Source: an optimization exercise on an open RTL-to-GDS flow (aim: small area, a short achievable clock period and few clock cycles per item). Production flows keep margins and buffers that such runs may drop. Function was checked by simulation only, so behaviour that the tests miss may differ from the original.

## north
Design des_enc, start of the top module:
module des_enc (
    input         clk,
    input         rst,
    input         in_valid,
    output        in_ready,
    input  [63:0] in_block,
    input  [63:0] in_key,
    output        out_valid,
    output [63:0] out_block
);
For scale: about 7500 cells after synthesis, ~550 flip-flops, ~200 I/O pins.
export LEC_CHECK = 0
export CAP_MARGIN = 20
export CORE_MARGIN = 2
export CORE_UTILIZATION = 40
export CTS_CLUSTER_DIAMETER = 100
export CTS_CLUSTER_SIZE = 30
export SLEW_MARGIN = 20
create_clock -name core_clock -period 50.0 [get_ports {clk}]
standard.sh (not shown) runs the stock make flow with config.mk's settings and CLKGATE_MAP_FILE= SYNTH_SCRIPT=/design/flow/synth_recipe.tcl, a recipe that flattens the netlist after the stock synthesis.
==> flow/flow/run.sh <==
#!/bin/bash
# Own flow: the standard layout (standard.sh), with the S-box modules replaced by
# pre-mapped gate-level netlists during synthesis (see swap.tcl).
set -euo pipefail
W=$(pwd)
export SYNTH_CANONICALIZE_TCL=$W/flow/swap.tcl
BUFFER_PORTS_ARGS="-buffer_cell sky130_fd_sc_hd__buf_1" bash standard.sh SETUP_SLACK_MARGIN=38.5 finish > $W/standard.log 2>&1 || { tail -50 $W/standard.log; exit 1; }
for f in $W/orfs/logs/*/*/*/*.log; do cp "$f" $W/ 2>/dev/null || true; done
tail -5 $W/standard.log
Other scripts of this flow, unchanged in this note and not shown: flow/flow/sbk_gates.v, flow/flow/swap.tcl
Testbench counts of north, summed over its fixed seeds: cycles 2,088, items 2,048.
diff inputs: north => south
--- a/flow/flow/run.sh
+++ b/flow/flow/run.sh
@@ -7 +7 @@
-BUFFER_PORTS_ARGS="-buffer_cell sky130_fd_sc_hd__buf_1" bash standard.sh SETUP_SLACK_MARGIN=38.5 finish > $W/standard.log 2>&1 || { tail -50 $W/standard.log; exit 1; }
+BUFFER_PORTS_ARGS="-buffer_cell sky130_fd_sc_hd__buf_1" bash standard.sh SETUP_SLACK_MARGIN=38.75 finish > $W/standard.log 2>&1 || { tail -50 $W/standard.log; exit 1; }
[summary]
Between south and north, the difference in average routed wire per standard cell is negligible.
Between north and south, the fraction of cell area in non-clock buffers does not differ in any meaningful way.
Number of fill cells delta for south relative to north: 68 lower
Of south and north, the run reporting the lower met1 layer wirelength in the final routing was south.
Input changes introduced in east (baseline for comparison: south):
--- a/flow/flow/run.sh
+++ b/flow/flow/run.sh
@@ -7 +7 @@
-BUFFER_PORTS_ARGS="-buffer_cell sky130_fd_sc_hd__buf_1" bash standard.sh SETUP_SLACK_MARGIN=38.75 finish > $W/standard.log 2>&1 || { tail -50 $W/standard.log; exit 1; }
+BUFFER_PORTS_ARGS="-buffer_cell sky130_fd_sc_hd__buf_1" bash standard.sh SETUP_SLACK_MARGIN=38 finish > $W/standard.log 2>&1 || { tail -50 $W/standard.log; exit 1; }
Results
Comparing south with east, the final standard cell count with taps included and fillers excluded came out essentially unchanged.
Launching element of the worst setup path: cd2_q[14] -> east, out_q[3] -> south
Going from south to east, cell count after placement neither gained nor lost much, worst hold slack shows an increase of 8.4 ps, sequential portion of the cell area has increased.
Relative to east, the following input files were edited for west:
Settings: removing CTS_CLUSTER_DIAMETER (formerly 100); removing CTS_CLUSTER_SIZE (formerly 30).
--- a/flow/flow/run.sh
+++ b/flow/flow/run.sh
@@ -7 +7 @@
-BUFFER_PORTS_ARGS="-buffer_cell sky130_fd_sc_hd__buf_1" bash standard.sh SETUP_SLACK_MARGIN=38 finish > $W/standard.log 2>&1 || { tail -50 $W/standard.log; exit 1; }
+BUFFER_PORTS_ARGS="-buffer_cell sky130_fd_sc_hd__buf_1" bash standard.sh SETUP_SLACK_MARGIN=39 finish > $W/standard.log 2>&1 || { tail -50 $W/standard.log; exit 1; }
### Flow results
Clock buffer instance count of the final layout | west above east. Every run (west and east) finished clean.

what the ideal ports hide:
The flow's constraints put no driver on any port. The routed layouts listed below were extracted and timed again, unchanged, in two steps.
Step 1: set_driving_cell puts a clkbuf_16 on clk and a buf_2 on each other input, an assumption about the parent block.
Step 2, shift: input delay + t, output delay - t, t = (earliest + latest rising clock arrival at the registers) / 2. This alone moves slack from input paths to output paths.
Slacks: no drivers / after step 1 / after step 2; pairs: no drivers / after step 1.
| run | shift t [ns] | setup slack, ns | worst setup path at the end | worst slew at a driven data input, ns |
|---|---|---|---|---|
| north | 0.714 | 38.859 / 38.782 / 38.863 | register to register | 0.05 |
| south | 0.720 | 38.855 / 38.774 / 39.093 | register to register | 0.05 |
| east | 0.721 | 38.435 / 38.435 / 38.435 | register to register | 0.05 |
| west | 0.780 | 38.843 / 38.761 / 39.326 | register to register | 0.05 |
After both steps setup and hold are still met in every run listed.
